Optimization exercise on an open flow, not production practice. RTL: at most simulated, not proved equivalent. Clock network not from TritonCTS: every run shown here. The clock port is an ideal driver here. Power: default activity.

**config.mk**
```make
export PLATFORM = sky130hd
export DESIGN_NAME = mac_unit
export DESIGN_NICKNAME = mac_unit
export VERILOG_FILES = /design/flow/design.v
export SDC_FILE = /design/flow/constraint.sdc
export NUM_CORES = 4
export LEC_CHECK = 0
export CAP_MARGIN = 20
export CORE_MARGIN = 2
export CORE_UTILIZATION = 40
export SLEW_MARGIN = 20
export SYNTH_HIERARCHICAL = 1
export SYNTH_MINIMUM_KEEP_SIZE = 0
```
**constraint.sdc**
```tcl
create_clock -name core_clock -period 13.5 [get_ports {clk}]
set_input_delay 2.7000 -clock core_clock [delete_from_list [all_inputs] [get_ports {clk}]]
set_output_delay 2.7000 -clock core_clock [all_outputs]
set_load 0.01 [all_outputs]
```
**design.v**
```verilog
module full_adder(input a,b,cin,
                  output sum,co);
assign sum=a^b^cin;
assign co=(a&b)|(b&cin)|(cin&a);
endmodule
module half_adder(input a,
                  input b,
                  output sum,
                  output carry);
assign sum=a^b;
assign carry=a&b;
endmodule
module half_adder_n(input a_n,
                    input b_n,
                    output sum_n,
                    output carry_n);
xnor2 x(a_n,b_n,sum_n);
or2 o(a_n,b_n,carry_n);
endmodule
module xnor2(input a,b, output y);
assign y=~(a^b);
endmodule
module or2(input a,b, output y);
assign y=a|b;
endmodule
module mux2_1(input h,s,e1,e0,
              output d);
assign d=(e1&s)|(e0&h);
endmodule
module mul_16x16(input clk,
                 input [15:0]a,
                 input [15:0]b,
                 output [31:0]c);
reg [15:0]ra,rb;
reg [55:0]s2;      
reg [31:0]p3,p4;
wire pn0_0 = ~(ra[0] & rb[0]);    
wire pn0_1 = ~(ra[0] & rb[1]);    
wire pn0_2 = ~(ra[0] & rb[2]);    
wire pn0_3 = ~(ra[0] & rb[3]);    
wire pn0_4 = ~(ra[0] & rb[4]);    
wire pn0_5 = ~(ra[0] & rb[5]);    
wire pn0_6 = ~(ra[0] & rb[6]);    
wire pn0_7 = ~(ra[0] & rb[7]);    
wire pn0_8 = ~(ra[0] & rb[8]);    
wire pn0_9 = ~(ra[0] & rb[9]);    
wire pn0_10 = ~(ra[0] & rb[10]);    
wire pn0_11 = ~(ra[0] & rb[11]);    
wire pn0_12 = ~(ra[0] & rb[12]);    
wire pn0_13 = ~(ra[0] & rb[13]);    
wire pn0_14 = ~(ra[0] & rb[14]);    
wire pn0_15 = ~(ra[0] & rb[15]);    
wire pn1_0 = ~(ra[1] & rb[0]);    
wire pn1_1 = ~(ra[1] & rb[1]);    
wire pn1_2 = ~(ra[1] & rb[2]);    
wire pn1_3 = ~(ra[1] & rb[3]);    
wire pn1_4 = ~(ra[1] & rb[4]);    
wire pn1_5 = ~(ra[1] & rb[5]);    
wire pn1_6 = ~(ra[1] & rb[6]);    
wire pn1_7 = ~(ra[1] & rb[7]);    
wire pn1_8 = ~(ra[1] & rb[8]);    
wire pn1_9 = ~(ra[1] & rb[9]);    
wire pn1_10 = ~(ra[1] & rb[10]);    
wire pn1_11 = ~(ra[1] & rb[11]);    
wire pn1_12 = ~(ra[1] & rb[12]);    
wire pn1_13 = ~(ra[1] & rb[13]);    
wire pn1_14 = ~(ra[1] & rb[14]);    
wire pn1_15 = ~(ra[1] & rb[15]);    
wire pn2_0 = ~(ra[2] & rb[0]);    
wire pn2_1 = ~(ra[2] & rb[1]);    
wire pn2_2 = ~(ra[2] & rb[2]);    
wire pn2_3 = ~(ra[2] & rb[3]);    
wire pn2_4 = ~(ra[2] & rb[4]);    
wire pn2_5 = ~(ra[2] & rb[5]);    
wire pn2_6 = ~(ra[2] & rb[6]);    
wire pn2_7 = ~(ra[2] & rb[7]);    
wire pn2_8 = ~(ra[2] & rb[8]);    
wire pn2_9 = ~(ra[2] & rb[9]);    
wire pn2_10 = ~(ra[2] & rb[10]);    
wire pn2_11 = ~(ra[2] & rb[11]);    
wire pn2_12 = ~(ra[2] & rb[12]);    
wire pn2_13 = ~(ra[2] & rb[13]);    
wire pn2_14 = ~(ra[2] & rb[14]);    
wire pn2_15 = ~(ra[2] & rb[15]);    
wire pn3_0 = ~(ra[3] & rb[0]);    
wire pn3_1 = ~(ra[3] & rb[1]);    
wire pn3_2 = ~(ra[3] & rb[2]);    
wire pn3_3 = ~(ra[3] & rb[3]);    
wire pn3_4 = ~(ra[3] & rb[4]);    
wire pn3_5 = ~(ra[3] & rb[5]);    
wire pn3_6 = ~(ra[3] & rb[6]);    
wire pn3_7 = ~(ra[3] & rb[7]);    
wire pn3_8 = ~(ra[3] & rb[8]);    
wire pn3_9 = ~(ra[3] & rb[9]);    
wire pn3_10 = ~(ra[3] & rb[10]);    
wire pn3_11 = ~(ra[3] & rb[11]);    
wire pn3_12 = ~(ra[3] & rb[12]);    
wire pn3_13 = ~(ra[3] & rb[13]);    
wire pn3_14 = ~(ra[3] & rb[14]);    
wire pn3_15 = ~(ra[3] & rb[15]);    
wire pn4_0 = ~(ra[4] & rb[0]);    
wire pn4_1 = ~(ra[4] & rb[1]);    
wire pn4_2 = ~(ra[4] & rb[2]);    
wire pn4_3 = ~(ra[4] & rb[3]);    
wire pn4_4 = ~(ra[4] & rb[4]);    
wire pn4_5 = ~(ra[4] & rb[5]);    
wire pn4_6 = ~(ra[4] & rb[6]);    
wire pn4_7 = ~(ra[4] & rb[7]);    
wire pn4_8 = ~(ra[4] & rb[8]);    
wire pn4_9 = ~(ra[4] & rb[9]);    
wire pn4_10 = ~(ra[4] & rb[10]);    
wire pn4_11 = ~(ra[4] & rb[11]);    
wire pn4_12 = ~(ra[4] & rb[12]);    
wire pn4_13 = ~(ra[4] & rb[13]);    
wire pn4_14 = ~(ra[4] & rb[14]);    
wire pn4_15 = ~(ra[4] & rb[15]);    
wire pn5_0 = ~(ra[5] & rb[0]);    
wire pn5_1 = ~(ra[5] & rb[1]);    
wire pn5_2 = ~(ra[5] & rb[2]);    
wire pn5_3 = ~(ra[5] & rb[3]);    
wire pn5_4 = ~(ra[5] & rb[4]);    
wire pn5_5 = ~(ra[5] & rb[5]);    
wire pn5_6 = ~(ra[5] & rb[6]);    
wire pn5_7 = ~(ra[5] & rb[7]);    
wire pn5_8 = ~(ra[5] & rb[8]);    
wire pn5_9 = ~(ra[5] & rb[9]);    
wire pn5_10 = ~(ra[5] & rb[10]);    
wire pn5_11 = ~(ra[5] & rb[11]);    
wire pn5_12 = ~(ra[5] & rb[12]);    
wire pn5_13 = ~(ra[5] & rb[13]);    
wire pn5_14 = ~(ra[5] & rb[14]);    
wire pn5_15 = ~(ra[5] & rb[15]);    
wire pn6_0 = ~(ra[6] & rb[0]);    
wire pn6_1 = ~(ra[6] & rb[1]);    
wire pn6_2 = ~(ra[6] & rb[2]);    
wire pn6_3 = ~(ra[6] & rb[3]);    
wire pn6_4 = ~(ra[6] & rb[4]);    
wire pn6_5 = ~(ra[6] & rb[5]);    
wire pn6_6 = ~(ra[6] & rb[6]);    
wire pn6_7 = ~(ra[6] & rb[7]);    
wire pn6_8 = ~(ra[6] & rb[8]);    
wire pn6_9 = ~(ra[6] & rb[9]);    
wire pn6_10 = ~(ra[6] & rb[10]);    
wire pn6_11 = ~(ra[6] & rb[11]);    
wire pn6_12 = ~(ra[6] & rb[12]);    
wire pn6_13 = ~(ra[6] & rb[13]);    
wire pn6_14 = ~(ra[6] & rb[14]);    
wire pn6_15 = ~(ra[6] & rb[15]);    
wire pn7_0 = ~(ra[7] & rb[0]);    
wire pn7_1 = ~(ra[7] & rb[1]);    
wire pn7_2 = ~(ra[7] & rb[2]);    
wire pn7_3 = ~(ra[7] & rb[3]);    
wire pn7_4 = ~(ra[7] & rb[4]);    
wire pn7_5 = ~(ra[7] & rb[5]);    
wire pn7_6 = ~(ra[7] & rb[6]);    
wire pn7_7 = ~(ra[7] & rb[7]);    
wire pn7_8 = ~(ra[7] & rb[8]);    
wire pn7_9 = ~(ra[7] & rb[9]);    
wire pn7_10 = ~(ra[7] & rb[10]);    
wire pn7_11 = ~(ra[7] & rb[11]);    
wire pn7_12 = ~(ra[7] & rb[12]);    
wire pn7_13 = ~(ra[7] & rb[13]);    
wire pn7_14 = ~(ra[7] & rb[14]);    
wire pn7_15 = ~(ra[7] & rb[15]);    
wire pn8_0 = ~(ra[8] & rb[0]);    
wire pn8_1 = ~(ra[8] & rb[1]);    
wire pn8_2 = ~(ra[8] & rb[2]);    
wire pn8_3 = ~(ra[8] & rb[3]);    
wire pn8_4 = ~(ra[8] & rb[4]);    
wire pn8_5 = ~(ra[8] & rb[5]);    
wire pn8_6 = ~(ra[8] & rb[6]);    
wire pn8_7 = ~(ra[8] & rb[7]);    
wire pn8_8 = ~(ra[8] & rb[8]);    
wire pn8_9 = ~(ra[8] & rb[9]);    
wire pn8_10 = ~(ra[8] & rb[10]);    
wire pn8_11 = ~(ra[8] & rb[11]);    
wire pn8_12 = ~(ra[8] & rb[12]);    
wire pn8_13 = ~(ra[8] & rb[13]);    
wire pn8_14 = ~(ra[8] & rb[14]);    
wire pn8_15 = ~(ra[8] & rb[15]);    
wire pn9_0 = ~(ra[9] & rb[0]);    
wire pn9_1 = ~(ra[9] & rb[1]);    
wire pn9_2 = ~(ra[9] & rb[2]);    
wire pn9_3 = ~(ra[9] & rb[3]);    
wire pn9_4 = ~(ra[9] & rb[4]);    
wire pn9_5 = ~(ra[9] & rb[5]);    
wire pn9_6 = ~(ra[9] & rb[6]);    
wire pn9_7 = ~(ra[9] & rb[7]);    
wire pn9_8 = ~(ra[9] & rb[8]);    
wire pn9_9 = ~(ra[9] & rb[9]);    
wire pn9_10 = ~(ra[9] & rb[10]);    
wire pn9_11 = ~(ra[9] & rb[11]);    
wire pn9_12 = ~(ra[9] & rb[12]);    
wire pn9_13 = ~(ra[9] & rb[13]);    
wire pn9_14 = ~(ra[9] & rb[14]);    
wire pn9_15 = ~(ra[9] & rb[15]);    
wire pn10_0 = ~(ra[10] & rb[0]);    
wire pn10_1 = ~(ra[10] & rb[1]);    
wire pn10_2 = ~(ra[10] & rb[2]);    
wire pn10_3 = ~(ra[10] & rb[3]);    
wire pn10_4 = ~(ra[10] & rb[4]);    
wire pn10_5 = ~(ra[10] & rb[5]);    
wire pn10_6 = ~(ra[10] & rb[6]);    
wire pn10_7 = ~(ra[10] & rb[7]);    
wire pn10_8 = ~(ra[10] & rb[8]);    
wire pn10_9 = ~(ra[10] & rb[9]);    
wire pn10_10 = ~(ra[10] & rb[10]);    
wire pn10_11 = ~(ra[10] & rb[11]);    
wire pn10_12 = ~(ra[10] & rb[12]);    
wire pn10_13 = ~(ra[10] & rb[13]);    
wire pn10_14 = ~(ra[10] & rb[14]);    
wire pn10_15 = ~(ra[10] & rb[15]);    
wire pn11_0 = ~(ra[11] & rb[0]);    
wire pn11_1 = ~(ra[11] & rb[1]);    
wire pn11_2 = ~(ra[11] & rb[2]);    
wire pn11_3 = ~(ra[11] & rb[3]);    
wire pn11_4 = ~(ra[11] & rb[4]);    
wire pn11_5 = ~(ra[11] & rb[5]);    
wire pn11_6 = ~(ra[11] & rb[6]);    
wire pn11_7 = ~(ra[11] & rb[7]);    
wire pn11_8 = ~(ra[11] & rb[8]);    
wire pn11_9 = ~(ra[11] & rb[9]);    
wire pn11_10 = ~(ra[11] & rb[10]);    
wire pn11_11 = ~(ra[11] & rb[11]);    
wire pn11_12 = ~(ra[11] & rb[12]);    
wire pn11_13 = ~(ra[11] & rb[13]);    
wire pn11_14 = ~(ra[11] & rb[14]);    
wire pn11_15 = ~(ra[11] & rb[15]);    
wire pn12_0 = ~(ra[12] & rb[0]);    
wire pn12_1 = ~(ra[12] & rb[1]);    
wire pn12_2 = ~(ra[12] & rb[2]);    
wire pn12_3 = ~(ra[12] & rb[3]);    
wire pn12_4 = ~(ra[12] & rb[4]);    
wire pn12_5 = ~(ra[12] & rb[5]);    
wire pn12_6 = ~(ra[12] & rb[6]);    
wire pn12_7 = ~(ra[12] & rb[7]);    
wire pn12_8 = ~(ra[12] & rb[8]);    
wire pn12_9 = ~(ra[12] & rb[9]);    
wire pn12_10 = ~(ra[12] & rb[10]);    
wire pn12_11 = ~(ra[12] & rb[11]);    
wire pn12_12 = ~(ra[12] & rb[12]);    
wire pn12_13 = ~(ra[12] & rb[13]);    
wire pn12_14 = ~(ra[12] & rb[14]);    
wire pn12_15 = ~(ra[12] & rb[15]);    
wire pn13_0 = ~(ra[13] & rb[0]);    
wire pn13_1 = ~(ra[13] & rb[1]);    
wire pn13_2 = ~(ra[13] & rb[2]);    
wire pn13_3 = ~(ra[13] & rb[3]);    
wire pn13_4 = ~(ra[13] & rb[4]);    
wire pn13_5 = ~(ra[13] & rb[5]);    
wire pn13_6 = ~(ra[13] & rb[6]);    
wire pn13_7 = ~(ra[13] & rb[7]);    
wire pn13_8 = ~(ra[13] & rb[8]);    
wire pn13_9 = ~(ra[13] & rb[9]);    
wire pn13_10 = ~(ra[13] & rb[10]);    
wire pn13_11 = ~(ra[13] & rb[11]);    
wire pn13_12 = ~(ra[13] & rb[12]);    
wire pn13_13 = ~(ra[13] & rb[13]);    
wire pn13_14 = ~(ra[13] & rb[14]);    
wire pn13_15 = ~(ra[13] & rb[15]);    
wire pn14_0 = ~(ra[14] & rb[0]);    
wire pn14_1 = ~(ra[14] & rb[1]);    
wire pn14_2 = ~(ra[14] & rb[2]);    
wire pn14_3 = ~(ra[14] & rb[3]);    
wire pn14_4 = ~(ra[14] & rb[4]);    
wire pn14_5 = ~(ra[14] & rb[5]);    
wire pn14_6 = ~(ra[14] & rb[6]);    
wire pn14_7 = ~(ra[14] & rb[7]);    
wire pn14_8 = ~(ra[14] & rb[8]);    
wire pn14_9 = ~(ra[14] & rb[9]);    
wire pn14_10 = ~(ra[14] & rb[10]);    
wire pn14_11 = ~(ra[14] & rb[11]);    
wire pn14_12 = ~(ra[14] & rb[12]);    
wire pn14_13 = ~(ra[14] & rb[13]);    
wire pn14_14 = ~(ra[14] & rb[14]);    
wire pn14_15 = ~(ra[14] & rb[15]);    
wire pn15_0 = ~(ra[15] & rb[0]);    
wire pn15_1 = ~(ra[15] & rb[1]);    
wire pn15_2 = ~(ra[15] & rb[2]);    
wire pn15_3 = ~(ra[15] & rb[3]);    
wire pn15_4 = ~(ra[15] & rb[4]);    
wire pn15_5 = ~(ra[15] & rb[5]);    
wire pn15_6 = ~(ra[15] & rb[6]);    
wire pn15_7 = ~(ra[15] & rb[7]);    
wire pn15_8 = ~(ra[15] & rb[8]);    
wire pn15_9 = ~(ra[15] & rb[9]);    
wire pn15_10 = ~(ra[15] & rb[10]);    
wire pn15_11 = ~(ra[15] & rb[11]);    
wire pn15_12 = ~(ra[15] & rb[12]);    
wire pn15_13 = ~(ra[15] & rb[13]);    
wire pn15_14 = ~(ra[15] & rb[14]);    
wire pn15_15 = ~(ra[15] & rb[15]);    
wire s1, c2;
half_adder_n ha2(pn0_13, pn1_12, s1, c2);
wire s3, c4;
full_adder fa4(pn0_14, pn1_13, pn2_12, s3, c4);
wire s5, c6;
half_adder_n ha6(pn3_11, pn4_10, s5, c6);
wire s7, c8;
full_adder fa8(pn0_15, pn1_14, pn2_13, s7, c8);
wire s9, c10;
full_adder fa10(pn3_12, pn4_11, pn5_10, s9, c10);
wire s11, c12;
half_adder_n ha12(pn6_9, pn7_8, s11, c12);
wire s13, c14;
full_adder fa14(pn1_15, pn2_14, pn3_13, s13, c14);
wire s15, c16;
full_adder fa16(pn4_12, pn5_11, pn6_10, s15, c16);
wire s17, c18;
half_adder_n ha18(pn7_9, pn8_8, s17, c18);
wire s19, c20;
full_adder fa20(pn2_15, pn3_14, pn4_13, s19, c20);
wire s21, c22;
full_adder fa22(pn5_12, pn6_11, pn7_10, s21, c22);
wire s23, c24;
full_adder fa24(pn3_15, pn4_14, pn5_13, s23, c24);
wire s25, c26;
half_adder_n ha26(pn0_9, pn1_8, s25, c26);
wire s27, c28;
full_adder fa28(pn0_10, pn1_9, pn2_8, s27, c28);
wire s29, c30;
half_adder_n ha30(pn3_7, pn4_6, s29, c30);
wire s31, c32;
full_adder fa32(pn0_11, pn1_10, pn2_9, s31, c32);
wire s33, c34;
full_adder fa34(pn3_8, pn4_7, pn5_6, s33, c34);
wire s35, c36;
half_adder_n ha36(pn6_5, pn7_4, s35, c36);
wire s37, c38;
full_adder fa38(pn0_12, pn1_11, pn2_10, s37, c38);
wire s39, c40;
full_adder fa40(pn3_9, pn4_8, pn5_7, s39, c40);
wire s41, c42;
full_adder fa42(pn6_6, pn7_5, pn8_4, s41, c42);
wire s43, c44;
half_adder_n ha44(pn9_3, pn10_2, s43, c44);
wire s45, c46;
full_adder fa46(pn2_11, pn3_10, pn4_9, s45, c46);
wire s47, c48;
full_adder fa48(pn5_8, pn6_7, pn7_6, s47, c48);
wire s49, c50;
full_adder fa50(pn8_5, pn9_4, pn10_3, s49, c50);
wire s51, c52;
full_adder fa52(pn11_2, pn12_1, pn13_0, s51, c52);
wire s53, c54;
full_adder fa54(pn5_9, pn6_8, pn7_7, s53, c54);
wire s55, c56;
full_adder fa56(pn8_6, pn9_5, pn10_4, s55, c56);
wire s57, c58;
full_adder fa58(pn11_3, pn12_2, pn13_1, s57, c58);
wire s59, c60;
full_adder fa60(pn14_0, c2, s5, s59, c60);
wire s61, c62;
full_adder fa62(pn8_7, pn9_6, pn10_5, s61, c62);
wire s63, c64;
full_adder fa64(pn11_4, pn12_3, pn13_2, s63, c64);
wire s65, c66;
full_adder fa66(pn14_1, pn15_0, c6, s65, c66);
wire s67, c68;
full_adder fa68(s11, c4, s7, s67, c68);
wire s69, c70;
full_adder fa70(pn9_7, pn10_6, pn11_5, s69, c70);
wire s71, c72;
full_adder fa72(pn12_4, pn13_3, pn14_2, s71, c72);
wire s73, c74;
full_adder fa74(pn15_1, c12, s17, s73, c74);
wire s75, c76;
full_adder fa76(c8, c10, s13, s75, c76);
wire s77, c78;
full_adder fa78(pn8_9, pn9_8, pn10_7, s77, c78);
wire s79, c80;
full_adder fa80(pn11_6, pn12_5, pn13_4, s79, c80);
wire s81, c82;
full_adder fa82(pn14_3, pn15_2, c18, s81, c82);
wire s83, c84;
full_adder fa84(c14, c16, s19, s83, c84);
wire s85, c86;
full_adder fa86(pn6_12, pn7_11, pn8_10, s85, c86);
wire s87, c88;
full_adder fa88(pn9_9, pn10_8, pn11_7, s87, c88);
wire s89, c90;
full_adder fa90(pn12_6, pn13_5, pn14_4, s89, c90);
wire s91, c92;
full_adder fa92(pn15_3, c20, c22, s91, c92);
wire s93, c94;
full_adder fa94(pn4_15, pn5_14, pn6_13, s93, c94);
wire s95, c96;
full_adder fa96(pn7_12, pn8_11, pn9_10, s95, c96);
wire s97, c98;
full_adder fa98(pn10_9, pn11_8, pn12_7, s97, c98);
wire s99, c100;
full_adder fa100(pn13_6, pn14_5, pn15_4, s99, c100);
wire s101, c102;
full_adder fa102(pn5_15, pn6_14, pn7_13, s101, c102);
wire s103, c104;
full_adder fa104(pn8_12, pn9_11, pn10_10, s103, c104);
wire s105, c106;
full_adder fa106(pn11_9, pn12_8, pn13_7, s105, c106);
wire s107, c108;
full_adder fa108(pn6_15, pn7_14, pn8_13, s107, c108);
wire s109, c110;
full_adder fa110(pn9_12, pn10_11, pn11_10, s109, c110);
wire s111, c112;
full_adder fa112(pn7_15, pn8_14, pn9_13, s111, c112);
wire s113, c114;
half_adder_n ha114(pn0_6, pn1_5, s113, c114);
wire s115, c116;
full_adder fa116(pn0_7, pn1_6, pn2_5, s115, c116);
wire s117, c118;
half_adder_n ha118(pn3_4, pn4_3, s117, c118);
wire s119, c120;
full_adder fa120(pn0_8, pn1_7, pn2_6, s119, c120);
wire s121, c122;
full_adder fa122(pn3_5, pn4_4, pn5_3, s121, c122);
wire s123, c124;
half_adder_n ha124(pn6_2, pn7_1, s123, c124);
wire s125, c126;
full_adder fa126(pn2_7, pn3_6, pn4_5, s125, c126);
wire s127, c128;
full_adder fa128(pn5_4, pn6_3, pn7_2, s127, c128);
wire s129, c130;
full_adder fa130(pn8_1, pn9_0, s25, s129, c130);
wire s131, c132;
full_adder fa132(pn5_5, pn6_4, pn7_3, s131, c132);
wire s133, c134;
full_adder fa134(pn8_2, pn9_1, pn10_0, s133, c134);
wire s135, c136;
full_adder fa136(c26, s29, s27, s135, c136);
wire s137, c138;
full_adder fa138(pn8_3, pn9_2, pn10_1, s137, c138);
wire s139, c140;
full_adder fa140(pn11_0, c30, s35, s139, c140);
wire s141, c142;
full_adder fa142(c28, s31, s33, s141, c142);
wire s143, c144;
full_adder fa144(pn11_1, pn12_0, c36, s143, c144);
wire s145, c146;
full_adder fa146(s43, c32, c34, s145, c146);
wire s147, c148;
full_adder fa148(s37, s39, s41, s147, c148);
wire s149, c150;
full_adder fa150(c44, s1, c38, s149, c150);
wire s151, c152;
full_adder fa152(c40, c42, s45, s151, c152);
wire s153, c154;
full_adder fa154(s47, s49, s51, s153, c154);
wire s155, c156;
full_adder fa156(c46, c48, c50, s155, c156);
wire s157, c158;
full_adder fa158(c52, s53, s55, s157, c158);
wire s159, c160;
full_adder fa160(s57, s3, s59, s159, c160);
wire s161, c162;
full_adder fa162(c54, c56, c58, s161, c162);
wire s163, c164;
full_adder fa164(s61, s63, s9, s163, c164);
wire s165, c166;
full_adder fa166(c60, s65, s67, s165, c166);
wire s167, c168;
full_adder fa168(c62, c64, s69, s167, c168);
wire s169, c170;
full_adder fa170(s71, s15, c66, s169, c170);
wire s171, c172;
full_adder fa172(s73, c68, s75, s171, c172);
wire s173, c174;
full_adder fa174(c70, c72, s77, s173, c174);
wire s175, c176;
full_adder fa176(s79, s21, c74, s175, c176);
wire s177, c178;
full_adder fa178(s81, c76, s83, s177, c178);
wire s179, c180;
full_adder fa180(c78, c80, s85, s179, c180);
wire s181, c182;
full_adder fa182(s87, s89, s23, s181, c182);
wire s183, c184;
full_adder fa184(c82, c84, s91, s183, c184);
wire s185, c186;
full_adder fa186(c86, c88, c90, s185, c186);
wire s187, c188;
full_adder fa188(s93, s95, s97, s187, c188);
wire s189, c190;
full_adder fa190(s99, c24, c92, s189, c190);
wire s191, c192;
full_adder fa192(pn14_6, pn15_5, c94, s191, c192);
wire s193, c194;
full_adder fa194(c96, c98, c100, s193, c194);
wire s195, c196;
full_adder fa196(s101, s103, s105, s195, c196);
wire s197, c198;
full_adder fa198(pn12_9, pn13_8, pn14_7, s197, c198);
wire s199, c200;
full_adder fa200(pn15_6, c102, c104, s199, c200);
wire s201, c202;
full_adder fa202(c106, s107, s109, s201, c202);
wire s203, c204;
full_adder fa204(pn10_12, pn11_11, pn12_10, s203, c204);
wire s205, c206;
full_adder fa206(pn13_9, pn14_8, pn15_7, s205, c206);
wire s207, c208;
full_adder fa208(c108, c110, s111, s207, c208);
wire s209, c210;
full_adder fa210(pn8_15, pn9_14, pn10_13, s209, c210);
wire s211, c212;
full_adder fa212(pn11_12, pn12_11, pn13_10, s211, c212);
wire s213, c214;
full_adder fa214(pn14_9, pn15_8, c112, s213, c214);
wire s215, c216;
full_adder fa216(pn9_15, pn10_14, pn11_13, s215, c216);
wire s217, c218;
full_adder fa218(pn12_12, pn13_11, pn14_10, s217, c218);
wire s219, c220;
full_adder fa220(pn10_15, pn11_14, pn12_13, s219, c220);
wire s221, c222;
half_adder_n ha222(pn0_4, pn1_3, s221, c222);
wire s223, c224;
full_adder fa224(pn0_5, pn1_4, pn2_3, s223, c224);
wire s225, c226;
half_adder_n ha226(pn3_2, pn4_1, s225, c226);
wire s227, c228;
full_adder fa228(pn2_4, pn3_3, pn4_2, s227, c228);
wire s229, c230;
full_adder fa230(pn5_1, pn6_0, s113, s229, c230);
wire s231, c232;
full_adder fa232(pn5_2, pn6_1, pn7_0, s231, c232);
wire s233, c234;
full_adder fa234(c114, s117, s115, s233, c234);
wire s235, c236;
full_adder fa236(pn8_0, c118, s123, s235, c236);
wire s237, c238;
full_adder fa238(c116, s119, s121, s237, c238);
wire s239, c240;
full_adder fa240(c124, c120, c122, s239, c240);
wire s241, c242;
full_adder fa242(s125, s127, s129, s241, c242);
wire s243, c244;
full_adder fa244(c126, c128, s131, s243, c244);
wire s245, c246;
full_adder fa246(s133, c130, s135, s245, c246);
wire s247, c248;
full_adder fa248(c132, c134, s137, s247, c248);
wire s249, c250;
full_adder fa250(s139, c136, s141, s249, c250);
wire s251, c252;
full_adder fa252(c138, c140, s143, s251, c252);
wire s253, c254;
full_adder fa254(c142, s145, s147, s253, c254);
wire s255, c256;
full_adder fa256(c144, c146, c148, s255, c256);
wire s257, c258;
full_adder fa258(s149, s151, s153, s257, c258);
wire s259, c260;
full_adder fa260(c150, c152, c154, s259, c260);
wire s261, c262;
full_adder fa262(s155, s157, s159, s261, c262);
wire s263, c264;
full_adder fa264(c156, c158, s161, s263, c264);
wire s265, c266;
full_adder fa266(s163, c160, s165, s265, c266);
wire s267, c268;
full_adder fa268(c162, c164, s167, s267, c268);
wire s269, c270;
full_adder fa270(s169, c166, s171, s269, c270);
wire s271, c272;
full_adder fa272(c168, s173, c170, s271, c272);
wire s273, c274;
full_adder fa274(s175, c172, s177, s273, c274);
wire s275, c276;
full_adder fa276(c174, s179, s181, s275, c276);
wire s277, c278;
full_adder fa278(c176, c178, s183, s277, c278);
wire s279, c280;
full_adder fa280(c180, c182, s185, s279, c280);
wire s281, c282;
full_adder fa282(s187, c184, s189, s281, c282);
wire s283, c284;
full_adder fa284(c186, c188, s191, s283, c284);
wire s285, c286;
full_adder fa286(s193, s195, c190, s285, c286);
wire s287, c288;
full_adder fa288(s197, c192, c194, s287, c288);
wire s289, c290;
full_adder fa290(c196, s199, s201, s289, c290);
wire s291, c292;
full_adder fa292(c198, s203, s205, s291, c292);
wire s293, c294;
full_adder fa294(c200, c202, s207, s293, c294);
wire s295, c296;
full_adder fa296(c204, c206, s209, s295, c296);
wire s297, c298;
full_adder fa298(s211, c208, s213, s297, c298);
wire s299, c300;
full_adder fa300(pn15_9, c210, c212, s299, c300);
wire s301, c302;
full_adder fa302(s215, s217, c214, s301, c302);
wire s303, c304;
full_adder fa304(pn13_12, pn14_11, pn15_10, s303, c304);
wire s305, c306;
full_adder fa306(c216, c218, s219, s305, c306);
wire s307, c308;
full_adder fa308(pn11_15, pn12_14, pn13_13, s307, c308);
wire s309, c310;
full_adder fa310(pn14_12, pn15_11, c220, s309, c310);
wire s311, c312;
full_adder fa312(pn12_15, pn13_14, pn14_13, s311, c312);
wire s313, c314;
half_adder_n ha314(pn0_3, pn1_2, s313, c314);
wire s315, c316;
full_adder fa316(pn2_2, pn3_1, pn4_0, s315, c316);
wire s317, c318;
full_adder fa318(pn5_0, c222, s225, s317, c318);
wire s319, c320;
full_adder fa320(c226, c224, s227, s319, c320);
wire s321, c322;
full_adder fa322(c228, s231, c230, s321, c322);
wire s323, c324;
full_adder fa324(c232, s235, c234, s323, c324);
wire s325, c326;
full_adder fa326(c236, c238, s239, s325, c326);
wire s327, c328;
full_adder fa328(c240, s243, c242, s327, c328);
wire s329, c330;
full_adder fa330(c244, s247, c246, s329, c330);
wire s331, c332;
full_adder fa332(c248, s251, c250, s331, c332);
wire s333, c334;
full_adder fa334(c252, c254, s255, s333, c334);
wire s335, c336;
full_adder fa336(c256, c258, s259, s335, c336);
wire s337, c338;
full_adder fa338(c260, s263, c262, s337, c338);
wire s339, c340;
full_adder fa340(c264, s267, c266, s339, c340);
wire s341, c342;
full_adder fa342(c268, s271, c270, s341, c342);
wire s343, c344;
full_adder fa344(s275, c272, c274, s343, c344);
wire s345, c346;
full_adder fa346(c276, s279, c278, s345, c346);
wire s347, c348;
full_adder fa348(c280, s283, c282, s347, c348);
wire s349, c350;
full_adder fa350(c284, s287, s289, s349, c350);
wire s351, c352;
full_adder fa352(s291, c288, c290, s351, c352);
wire s353, c354;
full_adder fa354(c292, s295, c294, s353, c354);
wire s355, c356;
full_adder fa356(c296, s299, c298, s355, c356);
wire s357, c358;
full_adder fa358(s303, c300, s305, s357, c358);
wire s359, c360;
full_adder fa360(c304, s307, c306, s359, c360);
wire s361, c362;
full_adder fa362(pn15_12, c308, s311, s361, c362);
wire s363, c364;
full_adder fa364(pn13_15, pn14_14, pn15_13, s363, c364);
wire s365, c366;
half_adder_n ha366(pn0_2, pn1_1, s365, c366);
wire s367, c368;
full_adder fa368(pn2_1, pn3_0, s313, s367, c368);
wire s369, c370;
full_adder fa370(c314, s221, s315, s369, c370);
wire s371, c372;
full_adder fa372(c316, s223, s317, s371, c372);
wire s373, c374;
full_adder fa374(c318, s229, s319, s373, c374);
wire s375, c376;
full_adder fa376(c320, s233, s321, s375, c376);
wire s377, c378;
full_adder fa378(s237, c322, s323, s377, c378);
wire s379, c380;
full_adder fa380(s241, c324, s325, s379, c380);
wire s381, c382;
full_adder fa382(c326, s245, s327, s381, c382);
wire s383, c384;
full_adder fa384(s249, c328, s329, s383, c384);
wire s385, c386;
full_adder fa386(s253, c330, s331, s385, c386);
wire s387, c388;
full_adder fa388(s257, c332, s333, s387, c388);
wire s389, c390;
full_adder fa390(s261, c334, s335, s389, c390);
wire s391, c392;
full_adder fa392(c336, s265, s337, s391, c392);
wire s393, c394;
full_adder fa394(s269, c338, s339, s393, c394);
wire s395, c396;
full_adder fa396(s273, c340, s341, s395, c396);
wire s397, c398;
full_adder fa398(s277, c342, s343, s397, c398);
wire s399, c400;
full_adder fa400(s281, c344, s345, s399, c400);
wire s401, c402;
full_adder fa402(s285, c346, s347, s401, c402);
wire s403, c404;
full_adder fa404(s349, c286, c348, s403, c404);
wire s405, c406;
full_adder fa406(s293, c350, s351, s405, c406);
wire s407, c408;
full_adder fa408(s297, c352, s353, s407, c408);
wire s409, c410;
full_adder fa410(s301, c354, s355, s409, c410);
wire s411, c412;
full_adder fa412(s357, c302, c356, s411, c412);
wire s413, c414;
full_adder fa414(s309, c358, s359, s413, c414);
wire s415, c416;
full_adder fa416(s361, c310, c360, s415, c416);
wire s417, c418;
full_adder fa418(s363, c312, c362, s417, c418);
wire s419, c420;
full_adder fa420(pn14_15, pn15_14, c364, s419, c420);
wire s421, c422;
half_adder_n ha422(pn0_1, pn1_0, s421, c422);
wire s423, c424;
full_adder fa424(pn2_0, s365, c422, s423, c424);
wire s425, c426;
full_adder fa426(c366, s367, c424, s425, c426);
wire s427, c428;
full_adder fa428(c368, s369, c426, s427, c428);
wire s429, c430;
full_adder fa430(c370, s371, c428, s429, c430);
wire s431, c432;
full_adder fa432(c372, s373, c430, s431, c432);
wire [55:0]s2_d;
assign s2_d[0] = pn0_0;    
assign s2_d[1] = s421;    
assign s2_d[2] = s423;    
assign s2_d[3] = s425;    
assign s2_d[4] = s427;    
assign s2_d[5] = s429;    
assign s2_d[6] = s431;    
assign s2_d[7] = c374;    
assign s2_d[8] = s375;    
assign s2_d[9] = c432;    
assign s2_d[10] = c376;    
assign s2_d[11] = s377;    
assign s2_d[12] = c378;    
assign s2_d[13] = s379;    
assign s2_d[14] = c380;    
assign s2_d[15] = s381;    
assign s2_d[16] = c382;    
assign s2_d[17] = s383;    
assign s2_d[18] = c384;    
assign s2_d[19] = s385;    
assign s2_d[20] = c386;    
assign s2_d[21] = s387;    
assign s2_d[22] = c388;    
assign s2_d[23] = s389;    
assign s2_d[24] = c390;    
assign s2_d[25] = s391;    
assign s2_d[26] = c392;    
assign s2_d[27] = s393;    
assign s2_d[28] = c394;    
assign s2_d[29] = s395;    
assign s2_d[30] = c396;    
assign s2_d[31] = s397;    
assign s2_d[32] = c398;    
assign s2_d[33] = s399;    
assign s2_d[34] = c400;    
assign s2_d[35] = s401;    
assign s2_d[36] = c402;    
assign s2_d[37] = s403;    
assign s2_d[38] = c404;    
assign s2_d[39] = s405;    
assign s2_d[40] = c406;    
assign s2_d[41] = s407;    
assign s2_d[42] = c408;    
assign s2_d[43] = s409;    
assign s2_d[44] = c410;    
assign s2_d[45] = s411;    
assign s2_d[46] = c412;    
assign s2_d[47] = s413;    
assign s2_d[48] = c414;    
assign s2_d[49] = s415;    
assign s2_d[50] = c416;    
assign s2_d[51] = s417;    
assign s2_d[52] = c418;    
assign s2_d[53] = s419;    
assign s2_d[54] = c420;    
assign s2_d[55] = pn15_15;    
wire [31:0]x3 = {1'b1, s2[54], s2[52], s2[50], s2[48], s2[46], s2[44], s2[42], s2[40], s2[38], s2[36], s2[34], s2[32], s2[30], s2[28], s2[26], s2[24], s2[22], s2[20], s2[18], s2[16], s2[14], s2[12], s2[10], s2[7], s2[6], s2[5], s2[4], s2[3], s2[2], s2[1], s2[0]};
wire [31:0]y3 = {1'b1, s2[55], s2[53], s2[51], s2[49], s2[47], s2[45], s2[43], s2[41], s2[39], s2[37], s2[35], s2[33], s2[31], s2[29], s2[27], s2[25], s2[23], s2[21], s2[19], s2[17], s2[15], s2[13], s2[11], s2[8], 1'b1, 1'b1, 1'b1, 1'b1, 1'b1, 1'b1, 1'b1};
wire kg0 = s2[7] & s2[8];
wire kp0 = s2[7] ^ s2[8];
wire kg1 = s2[10] & s2[11];
wire kp1 = s2[10] ^ s2[11];
wire kg2 = s2[12] & s2[13];
wire kp2 = s2[12] ^ s2[13];
wire kg3 = s2[14] & s2[15];
wire kp3 = s2[14] ^ s2[15];
wire kg4 = s2[16] & s2[17];
wire kp4 = s2[16] ^ s2[17];
wire kg5 = s2[18] & s2[19];
wire kp5 = s2[18] ^ s2[19];
wire kg6 = s2[20] & s2[21];
wire kp6 = s2[20] ^ s2[21];
wire kg7 = s2[22] & s2[23];
wire kp7 = s2[22] ^ s2[23];
wire kg8 = s2[24] & s2[25];
wire kp8 = s2[24] ^ s2[25];
wire kg9 = s2[26] & s2[27];
wire kp9 = s2[26] ^ s2[27];
wire kg10 = s2[28] & s2[29];
wire kp10 = s2[28] ^ s2[29];
wire kg11 = s2[30] & s2[31];
wire kp11 = s2[30] ^ s2[31];
wire kg12 = s2[32] & s2[33];
wire kp12 = s2[32] ^ s2[33];
wire kg13 = s2[34] & s2[35];
wire kp13 = s2[34] ^ s2[35];
wire kg14 = s2[36] & s2[37];
wire kp14 = s2[36] ^ s2[37];
wire kg15 = s2[38] & s2[39];
wire kp15 = s2[38] ^ s2[39];
wire kg16 = s2[40] & s2[41];
wire kp16 = s2[40] ^ s2[41];
wire kg17 = s2[42] & s2[43];
wire kp17 = s2[42] ^ s2[43];
wire kg18 = s2[44] & s2[45];
wire kp18 = s2[44] ^ s2[45];
wire kg19 = s2[46] & s2[47];
wire kp19 = s2[46] ^ s2[47];
wire kg20 = s2[48] & s2[49];
wire kp20 = s2[48] ^ s2[49];
wire kg21 = s2[50] & s2[51];
wire kp21 = s2[50] ^ s2[51];
wire kg22 = s2[52] & s2[53];
wire kp22 = s2[52] ^ s2[53];
wire kg23 = s2[54] & s2[55];
wire kp23 = s2[54] ^ s2[55];
wire kg24 = 1'b1 & 1'b1;
wire kp24 = 1'b1 ^ 1'b1;
wire kg0c = kg0 | (kp0 & s2[9]);
wire kG1 = kg1 | (kp1 & kg0c);
wire kP1 = kp1 & kp0;
wire kG2 = kg3 | (kp3 & kg2);
wire kP2 = kp3 & kp2;
wire kG3 = kg5 | (kp5 & kg4);
wire kP3 = kp5 & kp4;
wire kG4 = kg7 | (kp7 & kg6);
wire kP4 = kp7 & kp6;
wire kG5 = kg9 | (kp9 & kg8);
wire kP5 = kp9 & kp8;
wire kG6 = kg11 | (kp11 & kg10);
wire kP6 = kp11 & kp10;
wire kG7 = kg13 | (kp13 & kg12);
wire kP7 = kp13 & kp12;
wire kG8 = kg15 | (kp15 & kg14);
wire kP8 = kp15 & kp14;
wire kG9 = kg17 | (kp17 & kg16);
wire kP9 = kp17 & kp16;
wire kG10 = kg19 | (kp19 & kg18);
wire kP10 = kp19 & kp18;
wire kG11 = kg21 | (kp21 & kg20);
wire kP11 = kp21 & kp20;
wire kG12 = kg23 | (kp23 & kg22);
wire kP12 = kp23 & kp22;
wire kG13 = kG2 | (kP2 & kG1);
wire kP13 = kP2 & kP1;
wire kG14 = kG4 | (kP4 & kG3);
wire kP14 = kP4 & kP3;
wire kG15 = kG6 | (kP6 & kG5);
wire kP15 = kP6 & kP5;
wire kG16 = kG8 | (kP8 & kG7);
wire kP16 = kP8 & kP7;
wire kG17 = kG10 | (kP10 & kG9);
wire kP17 = kP10 & kP9;
wire kG18 = kG12 | (kP12 & kG11);
wire kP18 = kP12 & kP11;
wire kG19 = kG14 | (kP14 & kG13);
wire kP19 = kP14 & kP13;
wire kG20 = kG16 | (kP16 & kG15);
wire kP20 = kP16 & kP15;
wire kG21 = kG18 | (kP18 & kG17);
wire kP21 = kP18 & kP17;
wire kG22 = kG20 | (kP20 & kG19);
wire kP22 = kP20 & kP19;
wire kG23 = kG21 | (kP21 & kG22);
wire kP23 = kP21 & kP22;
wire kG24 = kG15 | (kP15 & kG19);
wire kP24 = kP15 & kP19;
wire kG25 = kG17 | (kP17 & kG22);
wire kP25 = kP17 & kP22;
wire kG26 = kG3 | (kP3 & kG13);
wire kP26 = kP3 & kP13;
wire kG27 = kG5 | (kP5 & kG19);
wire kP27 = kP5 & kP19;
wire kG28 = kG7 | (kP7 & kG24);
wire kP28 = kP7 & kP24;
wire kG29 = kG9 | (kP9 & kG22);
wire kP29 = kP9 & kP22;
wire kG30 = kG11 | (kP11 & kG25);
wire kP30 = kP11 & kP25;
wire kG31 = kg2 | (kp2 & kG1);
wire kP31 = kp2 & kP1;
wire kG32 = kg4 | (kp4 & kG13);
wire kP32 = kp4 & kP13;
wire kG33 = kg6 | (kp6 & kG26);
wire kP33 = kp6 & kP26;
wire kG34 = kg8 | (kp8 & kG19);
wire kP34 = kp8 & kP19;
wire kG35 = kg10 | (kp10 & kG27);
wire kP35 = kp10 & kP27;
wire kG36 = kg12 | (kp12 & kG24);
wire kP36 = kp12 & kP24;
wire kG37 = kg14 | (kp14 & kG28);
wire kP37 = kp14 & kP28;
wire kG38 = kg16 | (kp16 & kG22);
wire kP38 = kp16 & kP22;
wire kG39 = kg18 | (kp18 & kG29);
wire kP39 = kp18 & kP29;
wire kG40 = kg20 | (kp20 & kG25);
wire kP40 = kp20 & kP25;
wire kG41 = kg22 | (kp22 & kG30);
wire kP41 = kp22 & kP30;
wire kG42 = kg24 | (kp24 & kG23);
wire kP42 = kp24 & kP23;
wire [31:0]p3_d = {(kp24 ^ kG23), (kp23 ^ kG41), (kp22 ^ kG30), (kp21 ^ kG40), (kp20 ^ kG25), (kp19 ^ kG39), (kp18 ^ kG29), (kp17 ^ kG38), (kp16 ^ kG22), (kp15 ^ kG37), (kp14 ^ kG28), (kp13 ^ kG36), (kp12 ^ kG24), (kp11 ^ kG35), (kp10 ^ kG27), (kp9 ^ kG34), (kp8 ^ kG19), (kp7 ^ kG33), (kp6 ^ kG26), (kp5 ^ kG32), (kp4 ^ kG13), (kp3 ^ kG31), (kp2 ^ kG1), (kp1 ^ kg0c), (kp0 ^ s2[9]), s2[6], s2[5], s2[4], s2[3], s2[2], s2[1], s2[0]};
always @(posedge clk)
 begin
  ra<=a;
  rb<=b;
  s2<=s2_d;
  p3<=~p3_d;    
  p4<=p3;
 end
assign c=p4;
endmodule
module accumulator(input clk,en,clr,
                   input [31:0]a,
                   output [39:0]c);
reg [39:0]acc;
wire [39:0]b={8'b0,a};
wire [39:0]g0=acc&b;
wire [39:0]p0=acc^b;
wire gg1 = g0[1] | (p0[1] & g0[0]);
wire pp1 = p0[1] & p0[0];
wire gg2 = g0[3] | (p0[3] & g0[2]);
wire pp2 = p0[3] & p0[2];
wire gg3 = g0[5] | (p0[5] & g0[4]);
wire pp3 = p0[5] & p0[4];
wire gg4 = g0[7] | (p0[7] & g0[6]);
wire pp4 = p0[7] & p0[6];
wire gg5 = g0[9] | (p0[9] & g0[8]);
wire pp5 = p0[9] & p0[8];
wire gg6 = g0[11] | (p0[11] & g0[10]);
wire pp6 = p0[11] & p0[10];
wire gg7 = g0[13] | (p0[13] & g0[12]);
wire pp7 = p0[13] & p0[12];
wire gg8 = g0[15] | (p0[15] & g0[14]);
wire pp8 = p0[15] & p0[14];
wire gg9 = g0[17] | (p0[17] & g0[16]);
wire pp9 = p0[17] & p0[16];
wire gg10 = g0[19] | (p0[19] & g0[18]);
wire pp10 = p0[19] & p0[18];
wire gg11 = g0[21] | (p0[21] & g0[20]);
wire pp11 = p0[21] & p0[20];
wire gg12 = g0[23] | (p0[23] & g0[22]);
wire pp12 = p0[23] & p0[22];
wire gg13 = g0[25] | (p0[25] & g0[24]);
wire pp13 = p0[25] & p0[24];
wire gg14 = g0[27] | (p0[27] & g0[26]);
wire pp14 = p0[27] & p0[26];
wire gg15 = g0[29] | (p0[29] & g0[28]);
wire pp15 = p0[29] & p0[28];
wire gg16 = g0[31] | (p0[31] & g0[30]);
wire pp16 = p0[31] & p0[30];
wire gg17 = g0[33] | (p0[33] & g0[32]);
wire pp17 = p0[33] & p0[32];
wire gg18 = g0[35] | (p0[35] & g0[34]);
wire pp18 = p0[35] & p0[34];
wire gg19 = g0[37] | (p0[37] & g0[36]);
wire pp19 = p0[37] & p0[36];
wire gg20 = g0[39] | (p0[39] & g0[38]);
wire pp20 = p0[39] & p0[38];
wire gg21 = gg2 | (pp2 & gg1);
wire pp21 = pp2 & pp1;
wire gg22 = gg4 | (pp4 & gg3);
wire pp22 = pp4 & pp3;
wire gg23 = gg6 | (pp6 & gg5);
wire pp23 = pp6 & pp5;
wire gg24 = gg8 | (pp8 & gg7);
wire pp24 = pp8 & pp7;
wire gg25 = gg10 | (pp10 & gg9);
wire pp25 = pp10 & pp9;
wire gg26 = gg12 | (pp12 & gg11);
wire pp26 = pp12 & pp11;
wire gg27 = gg14 | (pp14 & gg13);
wire pp27 = pp14 & pp13;
wire gg28 = gg16 | (pp16 & gg15);
wire pp28 = pp16 & pp15;
wire gg29 = gg18 | (pp18 & gg17);
wire pp29 = pp18 & pp17;
wire gg30 = gg20 | (pp20 & gg19);
wire pp30 = pp20 & pp19;
wire gg31 = gg22 | (pp22 & gg21);
wire pp31 = pp22 & pp21;
wire gg32 = gg24 | (pp24 & gg23);
wire pp32 = pp24 & pp23;
wire gg33 = gg26 | (pp26 & gg25);
wire pp33 = pp26 & pp25;
wire gg34 = gg28 | (pp28 & gg27);
wire pp34 = pp28 & pp27;
wire gg35 = gg30 | (pp30 & gg29);
wire pp35 = pp30 & pp29;
wire gg36 = gg32 | (pp32 & gg31);
wire pp36 = pp32 & pp31;
wire gg37 = gg34 | (pp34 & gg33);
wire pp37 = pp34 & pp33;
wire gg38 = gg37 | (pp37 & gg36);
wire pp38 = pp37 & pp36;
wire gg39 = gg33 | (pp33 & gg36);
wire pp39 = pp33 & pp36;
wire gg40 = gg35 | (pp35 & gg38);
wire pp40 = pp35 & pp38;
wire gg41 = gg23 | (pp23 & gg31);
wire pp41 = pp23 & pp31;
wire gg42 = gg25 | (pp25 & gg36);
wire pp42 = pp25 & pp36;
wire gg43 = gg27 | (pp27 & gg39);
wire pp43 = pp27 & pp39;
wire gg44 = gg29 | (pp29 & gg38);
wire pp44 = pp29 & pp38;
wire gg45 = gg3 | (pp3 & gg21);
wire pp45 = pp3 & pp21;
wire gg46 = gg5 | (pp5 & gg31);
wire pp46 = pp5 & pp31;
wire gg47 = gg7 | (pp7 & gg41);
wire pp47 = pp7 & pp41;
wire gg48 = gg9 | (pp9 & gg36);
wire pp48 = pp9 & pp36;
wire gg49 = gg11 | (pp11 & gg42);
wire pp49 = pp11 & pp42;
wire gg50 = gg13 | (pp13 & gg39);
wire pp50 = pp13 & pp39;
wire gg51 = gg15 | (pp15 & gg43);
wire pp51 = pp15 & pp43;
wire gg52 = gg17 | (pp17 & gg38);
wire pp52 = pp17 & pp38;
wire gg53 = gg19 | (pp19 & gg44);
wire pp53 = pp19 & pp44;
wire gg54 = g0[2] | (p0[2] & gg1);
wire pp54 = p0[2] & pp1;
wire gg55 = g0[4] | (p0[4] & gg21);
wire pp55 = p0[4] & pp21;
wire gg56 = g0[6] | (p0[6] & gg45);
wire pp56 = p0[6] & pp45;
wire gg57 = g0[8] | (p0[8] & gg31);
wire pp57 = p0[8] & pp31;
wire gg58 = g0[10] | (p0[10] & gg46);
wire pp58 = p0[10] & pp46;
wire gg59 = g0[12] | (p0[12] & gg41);
wire pp59 = p0[12] & pp41;
wire gg60 = g0[14] | (p0[14] & gg47);
wire pp60 = p0[14] & pp47;
wire gg61 = g0[16] | (p0[16] & gg36);
wire pp61 = p0[16] & pp36;
wire gg62 = g0[18] | (p0[18] & gg48);
wire pp62 = p0[18] & pp48;
wire gg63 = g0[20] | (p0[20] & gg42);
wire pp63 = p0[20] & pp42;
wire gg64 = g0[22] | (p0[22] & gg49);
wire pp64 = p0[22] & pp49;
wire gg65 = g0[24] | (p0[24] & gg39);
wire pp65 = p0[24] & pp39;
wire gg66 = g0[26] | (p0[26] & gg50);
wire pp66 = p0[26] & pp50;
wire gg67 = g0[28] | (p0[28] & gg43);
wire pp67 = p0[28] & pp43;
wire gg68 = g0[30] | (p0[30] & gg51);
wire pp68 = p0[30] & pp51;
wire gg69 = g0[32] | (p0[32] & gg38);
wire pp69 = p0[32] & pp38;
wire gg70 = g0[34] | (p0[34] & gg52);
wire pp70 = p0[34] & pp52;
wire gg71 = g0[36] | (p0[36] & gg44);
wire pp71 = p0[36] & pp44;
wire gg72 = g0[38] | (p0[38] & gg53);
wire pp72 = p0[38] & pp53;
wire [39:0]cy={gg72, gg53, gg71, gg44, gg70, gg52, gg69, gg38, gg68, gg51, gg67, gg43, gg66, gg50, gg65, gg39, gg64, gg49, gg63, gg42, gg62, gg48, gg61, gg36, gg60, gg47, gg59, gg41, gg58, gg46, gg57, gg31, gg56, gg45, gg55, gg21, gg54, gg1, g0[0], 1'b0};
wire [39:0]sum=p0^cy;
wire [39:0]d;
wire e1=en&~clr;     
wire e0=~(en|clr);   
genvar i;
generate
 for (i=0;i<40;i=i+1)
  begin : sel
   mux2_1 m(acc[i],sum[i],e1,e0,d[i]);
  end
endgenerate
always @(posedge clk)
  acc <= d;
assign c = acc;
endmodule
module mac_unit(input clk,en,clr,
                input [15:0]a,b,
                output [39:0]c);
wire [31:0]temp1;
mul_16x16 m1(clk,a,b,temp1);
accumulator a1(clk,en,clr,temp1,c);
endmodule
```
**flow/run.sh**
```bash
#!/bin/bash
# The standard layout (standard.sh), with these changes:
#  - every port gets a buf_1 buffer (ORFS's buffer_ports with -buffer_cell);
#  - after CTS (flow/clocktree.tcl) the clock tree is rebuilt as two balanced
#    levels of inverters (4 inv_8 on the clock port, 8 inv_16 driving the flip-flops);
#  - setup repair aims for 9.70 ns of slack at the design's clock period, and
#    does not remove buffers (so every port keeps its buffer).
# ORFS writes each step's full log under orfs/logs/; make's own output goes to standard.log.
export BUFFER_PORTS_ARGS="-buffer_cell sky130_fd_sc_hd__buf_1"
export PRE_RESIZE_TCL=$PWD/flow/sizes.tcl
export POST_CTS_TCL=$PWD/flow/clocktree.tcl
export SETUP_SLACK_MARGIN=9.70
export SKIP_BUFFER_REMOVAL=1
bash standard.sh > standard.log 2>&1
```
**flow/clocktree.tcl**
```tcl
set block [ord::get_db_block]
set db [ord::get_db]
set leafm [$db findMaster sky130_fd_sc_hd__inv_16]
set rootm [$db findMaster sky130_fd_sc_hd__inv_8]
set clk_net [$block findNet clk]

set ffs {}
foreach inst [$block getInsts] {
  if {[string match "sky130_fd_sc_hd__df*" [[$inst getMaster] getName]]} {
    lappend ffs $inst
  }
}
# remove the CTS buffers, its dummy loads, and its nets
set old_nets {}
foreach inst [$block getInsts] {
  if {[string match "clkload*" [$inst getName]]} {
    odb::dbInst_destroy $inst
  } elseif {[string match "clkbuf_*_clk" [$inst getName]]} {
    set onet [[$inst findITerm X] getNet]
    if {$onet != "NULL"} { lappend old_nets $onet }
    odb::dbInst_destroy $inst
  }
}
foreach ff $ffs {
  set it [$ff findITerm CLK]
  set n [$it getNet]
  if {$n != "NULL" && [$n getName] != "clk"} { $it disconnect }
}
foreach n $old_nets {
  if {[llength [$n getITerms]] == 0} { odb::dbNet_destroy $n }
}
if {[llength [$clk_net getITerms]] != 0} { error "clock port still drives cells" }

proc ffx {ff} { return [lindex [$ff getLocation] 0] }
proc ffy {ff} { return [lindex [$ff getLocation] 1] }
proc split2 {l axis} {
  set s [lsort -command [list apply {{axis a b} {expr {[ff$axis $a] - [ff$axis $b]}}} $axis] $l]
  set h [expr {[llength $s] / 2}]
  return [list [lrange $s 0 [expr {$h - 1}]] [lrange $s $h end]]
}
proc centroid {l} {
  set sx 0; set sy 0
  foreach ff $l { set sx [expr {$sx + [ffx $ff]}]; set sy [expr {$sy + [ffy $ff]}] }
  return [list [expr {$sx / [llength $l]}] [expr {$sy / [llength $l]}]]
}
proc add_buf {block master name loc in_net out_name} {
  set buf [odb::dbInst_create $block $master $name]
  $buf setLocation {*}$loc
  $buf setPlacementStatus PLACED
  [$buf findITerm A] connect $in_net
  set net [odb::dbNet_create $block $out_name]
  $net setSigType CLOCK
  [$buf findITerm Y] connect $net
  return $net
}
set quads {}
foreach half [split2 $ffs x] { lappend quads {*}[split2 $half y] }
set k 0
foreach q $quads {
  set rnet [add_buf $block $rootm "clkroot_$k" [centroid $q] $clk_net "clknet_root_$k"]
  set j 0
  foreach part [split2 $q x] {
    set lnet [add_buf $block $leafm "clkleaf_${k}_$j" [centroid $part] $rnet "clknet_leaf_${k}_$j"]
    foreach ff $part { [$ff findITerm CLK] connect $lnet }
    puts "clock inverter clkleaf_${k}_$j drives [llength $part] flip-flops"
    incr j
  }
  incr k
}

detailed_placement
check_placement -verbose
estimate_parasitics -placement
report_clock_skew
```
**flow/sizes.tcl**
```tcl
# Sizes of the output buffers (made by buffer_ports, named output*) and of the
# accumulator flip-flops that drive them.
foreach inst [get_cells {output*}] {
  replace_cell $inst sky130_fd_sc_hd__buf_1
}
foreach inst [get_cells {a1.acc*}] {
  replace_cell $inst sky130_fd_sc_hd__dfxtp_2
}
# the input buffers of en and clr, which drive the accumulator's control gates
foreach port {en clr} {
  foreach inst [get_cells -of_objects [get_nets $port]] {
    replace_cell $inst sky130_fd_sc_hd__buf_8
  }
}
foreach inst [get_cells {m1.ra* m1.rb*}] {
  replace_cell $inst sky130_fd_sc_hd__dfxtp_4
}
```
**standard.sh**
```bash
#!/bin/bash
# synth_recipe.tcl (not shown) runs the flow's synth.tcl, then flattens the netlist and writes it again
# the make line also repeats each setting of config.mk as NAME=value (left out here)
make -C /OpenROAD-flow-scripts/flow DESIGN_CONFIG=/design/flow/config.mk WORK_HOME=/design/flow/orfs CLKGATE_MAP_FILE= SYNTH_SCRIPT=/design/flow/synth_recipe.tcl "${@:-finish}"
```
==> results of run 1 <==
==> stage by stage <==
step                std cells  worst slack [ns]
floorplan                1101              9.73
global placement         1500              9.49
detailed placement       1500              9.53
global route             1513              9.83
finish                   1513              9.95
==> Yosys cell counts (all sizes together) (3+ instances only) <==
cell type / n
o211ai: 6
dfxtp: 192
o21a: 6
a21oi: 29
ha: 57
nand3: 5
inv: 60
o21ai: 13
nor2: 11
clkbuf: 64
or2: 18
nand2b: 4
fa: 229
a22o: 40
nor3: 3
nand2: 280
xnor2: 29
nand4: 6
buf: 8
xor2: 17
a211oi: 3
==> modules after synthesis, one instance, submodules excluded, excerpt <==
module	times used	cell area, sq um	flip-flops and latches
mul_16x16	1	5270	152
accumulator	1	2390	40
full_adder	200	20.0	0
mux2_1	40	8.76	0
xnor2	16	8.76	0
or2	16	6.26	0
==> critical path, stage by stage, from the launching register on <==
cell,delay (ns)
dfxtp_4,0.49
nand2_1,0.11
fa_1,0.46
fa_1,0.58
fa_1,0.44
fa_1,0.39
fa_1,0.52
fa_1,0.42
==> path summary, 6_finish.rpt <==
| check | from | end | slack, ns | depth (start not counted) |
|---|---|---|---|---|
| max | m1.rb[15] | m1.s2[31] | 9.95 | 7 |
| min | m1.p3[19] | m1.p4[19] | 0.31 | 0 |
| max reg2reg | m1.rb[15] | m1.s2[31] | 9.95 | 7 |
| min reg2reg | m1.p3[19] | m1.p4[19] | 0.31 | 0 |
==> cell type report <==
| type | count | area, sq um | share of cell area [%] |
|---|---|---|---|
| timing repair buffer | 75 | 308 | 2.34 |
| tap | 396 | 495 | 3.77 |
| inverter | 72 | 430 | 3.27 |
| sequential | 192 | 4010 | 30.5 |
| multi-input combinational | 778 | 7900 | 60.1 |
==> power by group <==
part | switching [uW] | total [uW] | internal, uW
Clock | 216 | 269 | 52.9
Combinational | 656 | 1220 | 562
Sequential | 137 | 937 | 800
==> cells by family (layout without fill, tap and decap cells) <==
| kind of cell | count (synthesis) | in the layout | synth area share (%) |
|---|---|---|---|
| compound gates | 109 | 109 | 6.41 |
| xor+xnor | 46 | 46 | 3.29 |
| fa+ha+maj | 286 | 286 | 43.2 |
| simple gates | 336 | 337 | 11.4 |
| buf+inv | 132 | 147 | 4.29 |
| flops | 192 | 192 | 31.4 |
==> state kept, by name (all words and copies together) (netlist names) <==
signal and cells:
m1.p3 32, m1.s2 56, m1.p4 32, a1.acc 40, m1.ra 16, m1.rb 16
==> per-layer routing <==
metal  routed length, microns  part of all wire, %
met1                    11300                   43
met3                     1870                  7.2
met2                    12400                   48
met4                      477                  1.8
met5                        0                    0
==> flow_summary_export.csv, run 1 <==
group,metric,value,unit
run_status,outcome,"complete, no violations",
floorplanning,start_util,40.4,%
detailed_routing,avgViaCountPerCell,5.01,
floorplanning,fp.dieW,179,microns
timing,slew-limit-headroom,59.4,%
detailed_routing,vias,7580,
floorplanning,placementRows,64,
cts,worstSkewPairLatency,0.14,ns
finish,final_cell_mix,"279 x nand2_1, 229 x fa_1, 120 x dfxtp_1, 72 x buf_1, 60 x inv_1",
finish,drive_gt1_share,9.13,%
yosys,postSynthAreaPerCell,11.1,sq um
power_and_ir_drop,powerDensity,184,nW/um^2
timing,final_max_slew_viol_count,0,
detailed_routing,drc,0,
power_and_ir_drop,vdd_ir_drop_max,0.0714,mV
grt,antenna_found_initial,0,
detailed_routing,drt_pass1_iterations,5,
yosys,yosysWarnings,8,
worst_setup_path,path_class,"flop to flop",
worst_setup_path,worst_ep_arrival_time,3.56,ns
grt,grtUsageMet2,29.1,%
timing,finalSetupViolCount,0,
grt,gr-usage-met3,3.50,%
finish,layout_commonest_cell,"nand2_1",
timing,hold_viol_final,0,
power_and_ir_drop,totalPowerFinal,2430,uW
timing,setup_tns,0,ns
worst_setup_path,cp.required,13.52,ns
grt,first_global_vias,8290,
finish,nets,1440,
yosys,synth.top_cell.area_share,37.4,%
timing,fin_skew,0.0172,ns
grt,grt_pass1_wl,43400,microns
worst_setup_path,crit_path_max_fanout,16,
power_and_ir_drop,leakagePower,0.00504,uW
cts,clock_sinks,192,
finish,area_growth,7.36,%
worst_setup_path,cp-end-kind,"flop",
detailed_routing,drtIter0Drc,427,
floorplanning,num_io_pins,75,
timing,rsz0062_at_grt,"false",
grt,gr-total-overflow,0,
floorplanning,die_y,179,microns
job,drv_cap,0,
finish,diodes,0,
grt,grtUsageMet1,23.3,%
yosys,synth-seq-cells,192,
worst_setup_path,start_kind,"flop",
detailed_routing,drtAntennaViolNets,0,
placed_design,gp_congestion,0.825,
yosys,yosys.area.top_type,"fa_1",
yosys,postSynthCellCount,1101,
placed_design,dpl-instance-area,12900,sq um
detailed_routing,wire_per_inst,17.3,microns
yosys,syn-num-nets,1422,
cts,clk_pin_slew,0.08,ns
detailed_routing,totalWireLength,26100,microns
finish,nFillCells,2814,
finish,final_util,43.3,%
timing,worst_pin_slew,0.608,ns
yosys,ys_seq_area_share,31.4,%
yosys,synthTopCellsByArea,"fa_1 37%, dfxtp_1 31%, nand2_1 8.5%",
timing,period_needed,3.55,ns
yosys,syn_area,12200,sq um
yosys,ys_types,45,
placed_design,port_buffers,74,
yosys,synthArstFlopShare,0,%
yosys,ys.flop_type,"dfxtp_1",
grt,grt_max_degree,41,
yosys,synth_edf_count,0,
timing,finalCritPeriodShare,26.3,%
grt,grt.busiest_layer,"met2",
finish,fin_area,13200,sq um
min_path,hp-class,"flop to flop",
floorplanning,die-area,32000,sq um
floorplanning,coreArea,30300,sq um
timing,hold_ws,0.314,ns
grt,grt_util_all_layers,17.4,%
placed_design,dp_hpwl,18700,microns
timing,max_freq,282,MHz
==> run 2: changes to the inputs <==
--- a/flow/sizes.tcl
+++ b/flow/sizes.tcl
@@ -6,3 +6,3 @@
 foreach inst [get_cells {a1.acc*}] {
-  replace_cell $inst sky130_fd_sc_hd__dfxtp_2
+  replace_cell $inst sky130_fd_sc_hd__dfxtp_1
 }
==> run 2 against run 1 <==
Still clean on timing, DRC and antenna. Core utilization shrank 0.16 points. Synthesized cell count is the same. Worst setup slack gained 0.011 ns. Critical endpoint is now m1.s2[29]. Largest power group unchanged. Highest routed layer unchanged.
==> flow_summary_export.csv, run 2 <==
group,metric,value,unit
yosys,ys_seq_area_share,31.4,%
grt,grt_pass1_wl,43600,microns
finish,final_cell_mix,"279 x nand2_1, 229 x fa_1, 160 x dfxtp_1, 72 x buf_1, 60 x inv_1",
finish,drive_gt1_share,5.55,%
worst_setup_path,critPathLaunch,"m1.rb[15]",
yosys,postSynthCellCount,1101,
run_status,outcome,"complete, no violations",
power_and_ir_drop,p_sw_share,41.8,%
power_and_ir_drop,intPower,1410,uW
timing,fin_skew,0.0158,ns
worst_setup_path,cp_cell_sequence,"nand2_1 > fa_1 > fa_1 > fa_1 > fa_1 > fa_1 > fa_1",
grt,antenna_found_initial,0,
detailed_routing,totalWireLength,26300,microns
power_and_ir_drop,totalPowerFinal,2420,uW
worst_setup_path,r2r_end,"m1.s2[29]",
worst_setup_path,crit_path_max_fanout,16,
finish,layout_commonest_cell,"nand2_1",
floorplanning,fp.dieW,179,microns
worst_setup_path,path_depth,7,
placed_design,gp_congestion,0.825,
power_and_ir_drop,pwr-share-clk,11.2,%
detailed_routing,drt_pass1_iterations,5,
power_and_ir_drop,leakagePower,0.00503,uW
worst_setup_path,path_delay_family,"adder cells",
timing,hold_viol_final,0,
detailed_routing,drtIter0Drc,369,
yosys,synth_compound_area_share,6.41,%
grt,gr-total-overflow,0,
detailed_routing,wl_met3,1480,microns
detailed_routing,drt-met1-wl,11700,microns
floorplanning,placementRows,64,
finish,top_regs,"m1.s2 x56, a1.acc x40",
yosys,synth_top_family_by_area,"adder cells",
worst_setup_path,critPathSlowestCell,"fa_1",
yosys,ys_types,45,
worst_setup_path,r2r_cells,7,
finish,largest_reg_flops,56,
yosys,synth-seq-cells,192,
worst_setup_path,worst_ep_arrival_time,3.55,ns
yosys,synthMuxAreaShare,0,%
placed_design,port_buffers,74,
yosys,synthArstFlopShare,0,%
grt,first_global_vias,8318,
finish,area_growth,6.96,%
floorplanning,die_y,179,microns
worst_setup_path,start_kind,"flop",
min_path,hp-class,"flop to flop",
yosys,synth_edf_count,0,
worst_setup_path,regToRegSetupSlack,9.96,ns
finish,largest_register,"m1.s2",
yosys,ys.flop_type,"dfxtp_1",
worst_setup_path,path_buf_inv,0,
finish,nets,1440,
timing,finalCritPeriodShare,26.2,%
yosys,postSynthAreaPerCell,11.1,sq um
yosys,yosysWarnings,8,
yosys,syn_area,12200,sq um
timing,final_max_slew_viol_count,0,
floorplanning,num_io_pins,75,
worst_setup_path,worstReg2RegStart,"m1.rb[15]",
worst_setup_path,crit_path_frequent_cell,"fa_1",
worst_setup_path,setup.worst_path.end,"m1.s2[29]",
grt,grt_max_degree,41,
detailed_routing,top_layer_used,"met4",
yosys,synth.top_cell.area_share,37.4,%
worst_setup_path,path_class,"flop to flop",
cts,worstSkewPairLatency,0.14,ns
finish,diodes,0,
timing,slew-limit-headroom,58.1,%
placed_design,dp_hpwl,18700,microns
floorplanning,start_util,40.4,%
floorplanning,die-area,32000,sq um
worst_setup_path,slowest_delay,0.56,ns
detailed_routing,drtAntennaViolNets,0,
timing,worst_pin_slew,0.628,ns
yosys,synthTopCellsByArea,"fa_1 37%, dfxtp_1 31%, nand2_1 8.5%",
yosys,yosys.area.top_type,"fa_1",
job,drv_cap,0,
yosys,synth_xor_area_share,3.29,%
power_and_ir_drop,powerDensity,184,nW/um^2
timing,max_freq,283,MHz
power_and_ir_drop,power.share.combinational,50.4,%
timing,rsz0062_at_grt,"false",
detailed_routing,avgViaCountPerCell,4.98,
detailed_routing,vias,7537,
yosys,syn-num-nets,1422,
power_and_ir_drop,vdd_ir_drop_max,0.0672,mV
yosys,synthSimpleGateAreaFrac,11.4,%
cts,clock_sinks,192,
timing,finalSetupViolCount,0,
timing,setup_tns,0,ns
timing,period_needed,3.54,ns
detailed_routing,met2_length,12700,microns
yosys,yosys-top-cells-count,"279 x nand2_1, 229 x fa_1, 192 x dfxtp_1",
yosys,post-synth-top-count-cell,"nand2_1",
worst_setup_path,cp-end-kind,"flop",
yosys,synthAdderAreaFrac,43.2,%
worst_setup_path,cp.required,13.52,ns
detailed_routing,drc,0,
power_and_ir_drop,p_switching,1010,uW
cts,clk_pin_slew,0.08,ns
grt,grt_util_all_layers,17.5,%
floorplanning,coreArea,30300,sq um
timing,hold_ws,0.315,ns
detailed_routing,wire_per_inst,17.4,microns
power_and_ir_drop,seq_power_share,38.4,%
## run 2: per-stage QoR
stage,setup WS [ns],area (sq um),util [%],instances
2_1_floorplan,9.73,12300,-,1101
3_3_place_gp,9.49,12700,42.0,1500
3_5_place_dp,9.55,12900,42.4,1500
5_1_grt,9.83,13100,43.2,1513
6_report,9.96,13100,43.2,1513
## run 2: how the worst min path moves through the flow
stage / cells past startpoint / to / slack [ns] / from
2_1_floorplan: 0 / m1.p4[0] / 0.31 / m1.p3[0]
3_3_place_gp: 0 / m1.p4[11] / 0.31 / m1.p3[11]
3_5_place_dp: 0 / m1.p4[10] / 0.31 / m1.p3[10]
6_report: 0 / m1.p4[18] / 0.31 / m1.p3[18]
5_1_grt: 0 / m1.p4[7] / 0.33 / m1.p3[7]
## run 2: final cells by class
type	count	area, sq um
Fill cell	2837	17200
Multi-Input combinational cell	778	7900
Sequential cell	192	3960
Tap cell	396	495
Inverter	72	430
Timing Repair Buffer	75	308
## run 2: worst register-to-register path: stages (launching register included)
cell     delay [ns]
dfxtp_4        0.49
nand2_1        0.13
fa_1           0.47
fa_1           0.56
fa_1           0.43
fa_1           0.41
fa_1           0.51
fa_1           0.41
## run 2: cells by family after synthesis
group | count (synthesis)
fa+ha+maj | 286
buf+inv | 132
flops | 192
simple gates | 336
compound gates | 109
xor+xnor | 46
## run 2: power by group through the flow
stage          sequential [uW]  clock (uW)  combinational (uW)
3_5_place_dp               941           0                1230
5_1_grt                    955         305                1440
2_1_floorplan              898           0                 951
3_3_place_gp               940           0                1180
6_report                   929         270                1220
## run 2: routing by layer
| layer | vias up | track usage (%) |
|---|---|---|
| li1 | 3484 | - |
| met1 | 3796 | 23.8 |
| met2 | 220 | 29.4 |
| met3 | 37 | 2.74 |
| met4 | 0 | 4.17 |
| met5 | - | 0 |
## run 2: modules after synthesis, one instance, submodules excluded, a selection
module | flops+latches | cell area (sq um) | copies in the design | cells inside
mul_16x16 | 152 | 5270 | 1 | 596
xnor2 | 0 | 8.76 | 16 | 1
or2 | 0 | 6.26 | 16 | 1
accumulator | 40 | 2390 | 1 | 233
mux2_1 | 0 | 8.76 | 40 | 1
full_adder | 0 | 20.0 | 200 | 1
